Source: an optimization exercise on an open RTL-to-GDS flow (aim: small area, a short achievable clock period and few clock cycles). Production flows keep margins and buffers that such runs may drop. At most, simulation tests tie the RTL to the original design; equivalence was not proved.

// kmeans_top
module kmeans_top #
(
    parameter K = 8,
    parameter D = 4,
    parameter W = 8,
    parameter N = 128
)
(
    input clk,
    input rst,
    input start,
    input signed [D*W-1:0] point_flat,
    input signed [K*D*W-1:0] init_centroid_flat,
    output done,
    output [6:0] point_addr,
    output signed [K*D*W-1:0] final_centroid_flat
);
    localparam PASS_LEN = 140;    
    reg        run;        
    reg        done_r;
    reg        conv_q;     
    reg [7:0]  t;          
    wire idle = ~run & ~done_r;
    wire load = idle & start;
    reg [K*D*W-1:0] cen;   
    assign final_centroid_flat = cen;
    assign done = done_r;
    assign point_addr = t[6:0];
    reg [31:0] p0;
    reg        v1;         
    always @(posedge clk) p0 <= point_flat;
    wire [31:0] pn = ~p0;
    wire [17:0] dst [0:K-1];
    genvar gk, gd;
    generate for (gk = 0; gk < K; gk = gk + 1) begin : g_dist
        sqdist u_sq (.pn(pn), .c(cen[gk*32 +: 32]), .d(dst[gk]));
    end endgenerate
    reg [17:0] dq [0:K-1];
    reg [31:0] p1;
    reg        v2;
    integer i;
    always @(posedge clk) begin
        for (i = 0; i < K; i = i + 1) dq[i] <= dst[i];
        p1 <= p0;
    end
    wire        c1a = dq[1] < dq[0];
    wire        c1b = dq[3] < dq[2];
    wire        c1c = dq[5] < dq[4];
    wire        c1d = dq[7] < dq[6];
    wire [17:0] m1a = c1a ? dq[1] : dq[0];
    wire [17:0] m1b = c1b ? dq[3] : dq[2];
    wire [17:0] m1c = c1c ? dq[5] : dq[4];
    wire [17:0] m1d = c1d ? dq[7] : dq[6];
    wire        c2a = m1b < m1a;
    wire        c2b = m1d < m1c;
    wire [17:0] m2a = c2a ? m1b : m1a;
    wire [17:0] m2b = c2b ? m1d : m1c;
    wire [1:0]  i2a = c2a ? {1'b1, c1b} : {1'b0, c1a};
    wire [1:0]  i2b = c2b ? {1'b1, c1d} : {1'b0, c1c};
    wire        c3  = m2b < m2a;
  ...
Size: about 8,000 cells after synthesis, ~1,200 flip-flops, roughly 560 I/O pins, about 93,000 um^2 of cells after synthesis.
==> flow/config.mk <==
export PLATFORM = sky130hd
export DESIGN_NAME = kmeans_top
export DESIGN_NICKNAME = kmeans_top
export VERILOG_FILES = /design/flow/design.v
export SDC_FILE = /design/flow/constraint.sdc
export NUM_CORES = 8
export LEC_CHECK = 0
export ABC_CLOCK_PERIOD_IN_PS = 9000
export CAP_MARGIN = 20
export CORE_MARGIN = 2
export CORE_UTILIZATION = 65
export PLACE_DENSITY = 0.85
export SLEW_MARGIN = 20
export SYNTH_HIERARCHICAL = 1
==> flow/constraint.sdc <==
create_clock -name core_clock -period 40.0 [get_ports {clk}]
set_input_delay 8.0000 -clock core_clock [delete_from_list [all_inputs] [get_ports {clk}]]
set_output_delay 8.0000 -clock core_clock [all_outputs]
set_load 0.01 [all_outputs]
standard.sh (not shown) runs the stock make flow with config.mk's settings and CLKGATE_MAP_FILE= SYNTH_SCRIPT=/design/flow/synth_recipe.tcl, a recipe that flattens the netlist after the stock synthesis.
==> flow/flow/run.sh <==
#!/bin/bash
# Layout flow: the standard synthesis unchanged, then the standard
# layout steps, with
#  - the timing repair asked to leave SETUP_SLACK_MARGIN ns of setup slack,
#    i.e. to aim at a shorter period than the constraint's 40 ns;
#  - small port buffers (every port still gets its own buffer);
#  - clock tree synthesis without dummy loads.
set -euo pipefail
MARGIN=30.6
CTS="-sink_clustering_enable -repair_clock_nets -dont_use_dummy_load -sink_clustering_size 24 -sink_clustering_max_diameter 120"
bash standard.sh synth > synth.log 2>&1
sed "s|CLKGATE_MAP_FILE= |CLKGATE_MAP_FILE= SETUP_SLACK_MARGIN=$MARGIN 'BUFFER_PORTS_ARGS=-buffer_cell sky130_fd_sc_hd__buf_1' 'CTS_ARGS=$CTS' |" standard.sh > layout.sh
bash layout.sh > layout.log 2>&1
Testbench counts at the start, summed over its fixed seeds: cycles 132,252.
Change:
--- a/flow/design.v
+++ b/flow/design.v
@@ -733,28 +733,27 @@
     always @(*) begin : g_dc
         reg [7:0] q;
         for (d = 0; d < D; d = d + 1) begin
             q = dq_out[d][7:0];    
             cin[d*8 +: 8] = dbe ? c0[d*8 +: 8]
                           : {~q[7], q[6:0]} + {7'd0, ~q[7] & (dq_out[d][14:8] != 7'd0)};
         end
     end
     reg  chg;              
     wire cmp_now = (cin != c0);
     wire last_shift = dbv & (dbj == 3'd7);
-    wire cen_sh   = dbv & ~load;
-    wire cen_hold = ~load & ~dbv;
+    wire [K*D*W-1:0] cen_x = ({cin, cen[K*D*W-1:32]} & {K*D*W{dbv}})
+                           | (cen & {K*D*W{~dbv}});
     always @(posedge clk)
         cen <= (init_centroid_flat & {K*D*W{load}})
-             | ({cin, cen[K*D*W-1:32]} & {K*D*W{cen_sh}})
-             | (cen & {K*D*W{cen_hold}});
+             | (cen_x & {K*D*W{~load}});
     always @(posedge clk) begin
         if (rst) begin
             run <= 1'b0; done_r <= 1'b0; conv_q <= 1'b0; t <= 8'd0;
             v1 <= 1'b0; v2 <= 1'b0; v3 <= 1'b0; drv <= 1'b0; dav <= 1'b0; dbv <= 1'b0;
         end else begin
             done_r <= 1'b0;
             conv_q <= run & last_shift & ~(chg | cmp_now);
             if (load) begin
                 run <= 1'b1; t <= 8'd0;
                 v1 <= 1'b0; v2 <= 1'b0; v3 <= 1'b0; drv <= 1'b0; dav <= 1'b0; dbv <= 1'b0;
             end else if (run) begin
After rerunning: Setup slack loses 0.17 ns. Clock-buffer cell count rises by 1. Routed wire length fell by 0.47%. Sequential share of layout area went up by 1.4 points. Register-to-register slack is about the same. Design area grows by 2.5%. Via count goes up by 2.8%. Die area is higher by 0.94%. Synthesized cell count is lower by 0.30%. Core utilization goes up by 1.4 points.
Only the layout flow was run in the second run of this note; the RTL was not checked for function there.

main:
kmeans_top, a different RTL version from the one above (not shown whole).
Size: ~8200 cells after synthesis, roughly 1200 flip-flops, ~560 I/O pins, about 97000 um2 of cells after synthesis.
==> module kmeans_top, before the edit <==
module kmeans_top #
(
    parameter K = 8,
    parameter D = 4,
    parameter W = 8,
    parameter N = 128
)
(
    input clk,
    input rst,
    input start,
    input signed [D*W-1:0] point_flat,
    input signed [K*D*W-1:0] init_centroid_flat,
    output done,
    output [6:0] point_addr,
    output signed [K*D*W-1:0] final_centroid_flat
);
    localparam PASS_LEN = 140;    
    reg        run;        
    reg        done_r;
    reg        conv_q;     
    reg [7:0]  t;          
    wire idle = ~run & ~done_r;
    wire load = idle & start;
    reg [K*D*W-1:0] cen;   
    assign final_centroid_flat = cen;
    assign done = done_r;
    assign point_addr = t[6:0];
    reg [31:0] p0;
    reg        v1;         
    always @(posedge clk) p0 <= point_flat;
    wire [31:0] pn = ~p0;
    wire [17:0] dst [0:K-1];
    genvar gk, gd;
    generate for (gk = 0; gk < K; gk = gk + 1) begin : g_dist
        sqdist u_sq (.pn(pn), .c(cen[gk*32 +: 32]), .d(dst[gk]));
    end endgenerate
    reg [17:0] dq [0:K-1];
    reg [31:0] p1;
    reg        v2;
    integer i;
    always @(posedge clk) begin
        for (i = 0; i < K; i = i + 1) dq[i] <= dst[i];
        p1 <= p0;
    end
    wire        c1a = dq[1] < dq[0];
    wire        c1b = dq[3] < dq[2];
    wire        c1c = dq[5] < dq[4];
    wire        c1d = dq[7] < dq[6];
    wire [17:0] m1a = c1a ? dq[1] : dq[0];
    wire [17:0] m1b = c1b ? dq[3] : dq[2];
    wire [17:0] m1c = c1c ? dq[5] : dq[4];
    wire [17:0] m1d = c1d ? dq[7] : dq[6];
    wire        c2a = m1b < m1a;
    wire        c2b = m1d < m1c;
    wire [17:0] m2a = c2a ? m1b : m1a;
    wire [17:0] m2b = c2b ? m1d : m1c;
    wire [1:0]  i2a = c2a ? {1'b1, c1b} : {1'b0, c1a};
    wire [1:0]  i2b = c2b ? {1'b1, c1d} : {1'b0, c1c};
    wire        c3  = m2b < m2a;
    wire [2:0]  best = c3 ? {1'b1, i2b} : {1'b0, i2a};
    reg  [2:0]  rsel;
    reg  [31:0] p2;
    reg         v3;
    reg         drv;       
    always @(posedge clk) begin
        rsel <= v2 ? best : (t[2:0] - 3'd2);    
        p2 <= p1;
    end
    reg [14:0]  sum [0:K-1][0:D-1];
    reg [6:0]   m   [0:K-1];
    reg [K-1:0] fresh;
    wire [14:0] rs [0:D-1];
    generate for (gd = 0; gd < D; gd = gd + 1) begin : g_rs
        assign rs[gd] = sum[rsel][gd];
    end endgenerate
    wire [6:0] rm = m[rsel];
    wire       rf = fresh[rsel];
    integer d;
    always @(posedge clk) begin
        if (v3) begin
            for (d = 0; d < D; d = d + 1)
                sum[rsel][d] <= (rf ? 15'd0 : rs[d]) + {7'd0, ~p2[d*8+7], p2[d*8 +: 7]};
            m[rsel] <= rf ? 7'd0 : rm + 7'd1;
        end
    end
    localparam [7:0] FASTMASK = 8'b00001011;
    reg [14:0] da [0:D-1];
    reg [6:0]  dam;
    reg        dae;        
    reg        dav;
    reg [2:0]  daj;
    reg [14:0] db [0:D-1];
    reg [6:0]  dbm;
    reg        dbe;
    reg        dbv;
    reg [2:0]  dbj;
    wire [14:0] dq_out [0:D-1];    
    genvar gs, gb;
    generate for (gd = 0; gd < D; gd = gd + 1) begin : g_div
        wire [14:0] ch [0:8];      
        assign ch[0] = rs[gd];
        for (gs = 0; gs < 8; gs = gs + 1) begin : g_step
            wire [14:0] r  = (gs == 3) ? da[gd] : (gs == 6) ? db[gd] : ch[gs];
            wire [6:0]  mn = (gs < 3) ? ~rm : (gs < 6) ? ~dam : ~dbm;    
            wire [7:0]  tt = r[14:7];                                    
            wire [6:0]  df;        
            wire        q;         
            if (FASTMASK[gs]) begin : g_fast
                wire [8:0] sm = {1'b0, tt} + {2'b01, mn};
                assign df = sm[6:0];
                assign q  = sm[8];
            end else begin : g_ripple
                wire [7:0] k;
                assign df[0] = tt[0] ^ mn[0];
                assign k[1]  = tt[0] & mn[0];
                for (gb = 1; gb < 7; gb = gb + 1) begin : g_b
                    kfa u_fa (.a(tt[gb]), .b(mn[gb]), .c(k[gb]), .s(df[gb]), .co(k[gb+1]));
                end
                assign k[0] = 1'b0;
                assign q = tt[7] | k[7];
            end
            assign ch[gs+1] = q ? {df, r[6:0], 1'b1} : {r[13:7], r[6:0], 1'b0};
        end
        assign dq_out[gd] = ch[8];
        always @(posedge clk) begin
            da[gd] <= ch[3];
            db[gd] <= ch[6];
        end
    end endgenerate
    always @(posedge clk) begin
        dam <= rm;  dae <= rf;  daj <= rsel;
        dbm <= dam; dbe <= dae; dbj <= daj;
    end
    wire [31:0] c0 = cen[31:0];
    reg  [31:0] cin;
    always @(*) begin : g_dc
        reg [7:0] q;
        for (d = 0; d < D; d = d + 1) begin
            q = dq_out[d][7:0];    
            cin[d*8 +: 8] = dbe ? c0[d*8 +: 8]
                          : {~q[7], q[6:0]} + {7'd0, ~q[7] & (dq_out[d][14:8] != 7'd0)};
        end
    end
    reg  chg;              
    wire cmp_now = (cin != c0);
    wire last_shift = dbv & (dbj == 3'd7);
    wire cen_sh   = dbv & ~load;
    wire cen_hold = ~load & ~dbv;
    always @(posedge clk)
        cen <= (init_centroid_flat & {K*D*W{load}})
             | ({cin, cen[K*D*W-1:32]} & {K*D*W{cen_sh}})
             | (cen & {K*D*W{cen_hold}});
    always @(posedge clk) begin
        if (rst) begin
            run <= 1'b0; done_r <= 1'b0; conv_q <= 1'b0; t <= 8'd0;
            v1 <= 1'b0; v2 <= 1'b0; v3 <= 1'b0; drv <= 1'b0; dav <= 1'b0; dbv <= 1'b0;
        end else begin
            done_r <= 1'b0;
            conv_q <= run & last_shift & ~(chg | cmp_now);
            if (load) begin
                run <= 1'b1; t <= 8'd0;
                v1 <= 1'b0; v2 <= 1'b0; v3 <= 1'b0; drv <= 1'b0; dav <= 1'b0; dbv <= 1'b0;
            end else if (run) begin
                if (conv_q) begin
                    run <= 1'b0; done_r <= 1'b1;
                    v1 <= 1'b0; v2 <= 1'b0; v3 <= 1'b0; drv <= 1'b0; dav <= 1'b0; dbv <= 1'b0;
                end else begin
                    t   <= (t == PASS_LEN-1) ? 8'd0 : t + 8'd1;
                    v1  <= (t < 128);
                    v2  <= v1;
                    v3  <= v2;
                    drv <= (t >= 130) & (t <= 137);
                    dav <= drv;
                    dbv <= dav;
                end
            end
        end
    end
    always @(posedge clk) begin
        if (run && t == 0) fresh <= {K{1'b1}};
        else if (v3) fresh[rsel] <= 1'b0;
        if (dbv) chg <= (dbj == 3'd0) ? cmp_now : (chg | cmp_now);
    end
endmodule
==> flow/config.mk <==
export PLATFORM = sky130hd
export DESIGN_NAME = kmeans_top
export DESIGN_NICKNAME = kmeans_top
export VERILOG_FILES = /design/flow/design.v
export SDC_FILE = /design/flow/constraint.sdc
export NUM_CORES = 8
export LEC_CHECK = 0
export ABC_CLOCK_PERIOD_IN_PS = 9000
export CAP_MARGIN = 20
export CORE_MARGIN = 2
export CORE_UTILIZATION = 65
export PLACE_DENSITY = 0.75
export SLEW_MARGIN = 20
export SYNTH_HIERARCHICAL = 1
==> flow/constraint.sdc <==
create_clock -name core_clock -period 40.0 [get_ports {clk}]
set_input_delay 8.0000 -clock core_clock [delete_from_list [all_inputs] [get_ports {clk}]]
set_output_delay 8.0000 -clock core_clock [all_outputs]
set_load 0.01 [all_outputs]
==> flow/flow/run.sh <==
#!/bin/bash
# Layout flow: the standard synthesis unchanged, then the standard
# layout steps, with
#  - the timing repair asked to leave SETUP_SLACK_MARGIN ns of setup slack,
#    i.e. to aim at a shorter period than the constraint's 40 ns;
#  - small port buffers (every port still gets its own buffer);
#  - clock tree synthesis without dummy loads.
set -euo pipefail
MARGIN=30.6
CTS="-sink_clustering_enable -repair_clock_nets -dont_use_dummy_load -sink_clustering_size 20 -sink_clustering_max_diameter 100"
bash standard.sh synth > synth.log 2>&1
sed "s|CLKGATE_MAP_FILE= |CLKGATE_MAP_FILE= SETUP_SLACK_MARGIN=$MARGIN 'BUFFER_PORTS_ARGS=-buffer_cell sky130_fd_sc_hd__buf_1' 'CTS_ARGS=$CTS' |" standard.sh > layout.sh
bash layout.sh > layout.log 2>&1
Testbench counts of main, summed over its fixed seeds: cycles 132,252.
Input-level comparison between the feature branch and main:
-- flow/design.v --
<<< main, line 528
    assign co = (a & b) | (a & c) | (b & c);
endmodule
module kmeans_top #
(
>>> the feature branch, line 528
    assign co = (a & b) | (a & c) | (b & c);
endmodule
module kha (input a, input b, output s, output co);
    assign s = a ^ b;
    assign co = a & b;
endmodule
module kmeans_top #
(
<<< main, line 590
    wire [2:0]  best = c3 ? {1'b1, i2b} : {1'b0, i2a};
    reg  [2:0]  rsel;
    reg  [31:0] p2;
    reg         v3;
>>> the feature branch, line 594
    wire [2:0]  best = c3 ? {1'b1, i2b} : {1'b0, i2a};
    reg  [2:0]  rsel;
    reg  [K-1:0] roh;      
    reg  [31:0] p2;
    reg         v3;
<<< main, line 595
    always @(posedge clk) begin
        rsel <= v2 ? best : (t[2:0] - 3'd2);    
        p2 <= p1;
    end
    reg [14:0]  sum [0:K-1][0:D-1];
    reg [6:0]   m   [0:K-1];
    reg [K-1:0] fresh;
    wire [14:0] rs [0:D-1];
    generate for (gd = 0; gd < D; gd = gd + 1) begin : g_rs
        assign rs[gd] = sum[rsel][gd];
    end endgenerate
    wire [6:0] rm = m[rsel];
    wire       rf = fresh[rsel];
    integer d;
    always @(posedge clk) begin
        if (v3) begin
            for (d = 0; d < D; d = d + 1)
                sum[rsel][d] <= (rf ? 15'd0 : rs[d]) + {7'd0, ~p2[d*8+7], p2[d*8 +: 7]};
            m[rsel] <= rf ? 7'd0 : rm + 7'd1;
        end
    end
    localparam [7:0] FASTMASK = 8'b00001011;
>>> the feature branch, line 600
    always @(posedge clk) begin
        rsel <= v2 ? best : (t[2:0] - 3'd2);    
        roh  <= {{K-1{1'b0}}, 1'b1} << (v2 ? best : (t[2:0] - 3'd2));
        p2 <= p1;
    end
    integer d;
    reg [14:0]  sum [0:K-1][0:D-1];
    reg [6:0]   m   [0:K-1];
    reg [K-1:0] fresh;
    wire [K-1:0] rsg = roh & ~fresh;
    reg  [14:0] rs [0:D-1];
    reg  [6:0]  rm;
    integer rk;
    always @(*) begin
        for (d = 0; d < D; d = d + 1) begin
            rs[d] = 15'd0;
            for (rk = 0; rk < K; rk = rk + 1)
                rs[d] = rs[d] | (sum[rk][d] & {15{rsg[rk]}});
        end
        rm = 7'd0;
        for (rk = 0; rk < K; rk = rk + 1)
            rm = rm | (m[rk] & {7{rsg[rk]}});
    end
    wire       rf = |(roh & fresh);
    wire [14:0] acc [0:D-1];
    genvar ga;
    generate for (gd = 0; gd < D; gd = gd + 1) begin : g_acc
        wire [14:0] x  = rs[gd];
        wire [7:0]  pu = {~p2[gd*8+7], p2[gd*8 +: 7]};
        wire [15:0] k;
        kha u_h0 (.a(x[0]), .b(pu[0]), .s(acc[gd][0]), .co(k[1]));
        for (ga = 1; ga < 8; ga = ga + 1) begin : g_lo
            kfa u_fa (.a(x[ga]), .b(pu[ga]), .c(k[ga]), .s(acc[gd][ga]), .co(k[ga+1]));
        end
        for (ga = 8; ga < 15; ga = ga + 1) begin : g_hi
            kha u_ha (.a(x[ga]), .b(k[ga]), .s(acc[gd][ga]), .co(k[ga+1]));
        end
        assign k[0] = 1'b0;
    end endgenerate
    always @(posedge clk) begin
        for (rk = 0; rk < K; rk = rk + 1)
            if (v3 && roh[rk]) begin
                for (d = 0; d < D; d = d + 1)
                    sum[rk][d] <= acc[d];
                m[rk] <= rf ? 7'd0 : rm + 7'd1;
            end
    end
    localparam [7:0] FASTMASK = 8'b00001011;
<<< main, line 709
    always @(posedge clk) begin
        if (run && t == 0) fresh <= {K{1'b1}};
        else if (v3) fresh[rsel] <= 1'b0;
        if (dbv) chg <= (dbj == 3'd0) ? cmp_now : (chg | cmp_now);
    end
>>> the feature branch, line 740
    always @(posedge clk) begin
        if (run && t == 0) fresh <= {K{1'b1}};
        else if (v3) fresh <= fresh & ~roh;
        if (dbv) chg <= (dbj == 3'd0) ? cmp_now : (chg | cmp_now);
    end
### Flow results
Diff main -> the feature branch | synthesized cell count | decrease of 506. After detailed routing, main needs less wire than the feature branch. main reports its start point of the critical path as cen[217]$_DFF_P_ while the feature branch reports start. Diff main -> the feature branch: cell area after layout shrank by about 2.3%, final number of max-transition violations held steady, total via count after detailed routing shrank by 3.8%. Clock tree buffer count of the final layout grows by a few percent when moving from main to the feature branch. The feature branch ended up with a lower routed wire length on met2 than main did. From main to the feature branch the numbers moved as follows: count of inverters other than clock inverters in the layout has decreased, instance count along the most critical hold path has remained practically unchanged.
Testbench counts of the feature branch, summed over its fixed seeds: cycles 132,252.

-- what the ideal ports hide --
Ports are ideal in the flow. The routed layouts listed here were re-timed in OpenROAD. Step 1, drivers: a clkbuf_16 drives clk and a buf_2 each remaining input, both assumed. Step 2 moves the port delays by t, midway between the first and last clock arrival at a register: inputs arrive t later, outputs are due t later. That takes back most of the time a late clock gives input paths. Slacks: ideal / step 1 / step 2; pairs: ideal / step 1.
| run | shift t [ns] | setup WS [ns] | hold slack, ns | slew at the worst register clock pin (ns) | cell pins on the clock port's net |
|---|---|---|---|---|---|
| the first run of note 1 | 0.788 | 30.559 / 30.474 / 29.893 | 0.331 / 0.331 / 0.331 | 0.11 / 0.11 | 1 |
| the second run of note 1 | 0.803 | 30.389 / 30.307 / 29.963 | 0.305 / 0.305 / 0.305 | 0.11 / 0.11 | 1 |
| main | 0.787 | 30.576 / 30.488 / 29.970 | 0.329 / 0.329 / 0.329 | 0.09 / 0.09 | 1 |
| the feature branch | 0.788 | 30.553 / 30.497 / 29.819 | 0.330 / 0.330 / 0.330 | 0.09 / 0.09 | 1 |
After both steps setup and hold are still met in every run listed. For the feature branch, which loses most, drivers alone change the setup slack by -0.056 ns; drivers and shift together by -0.734 ns.
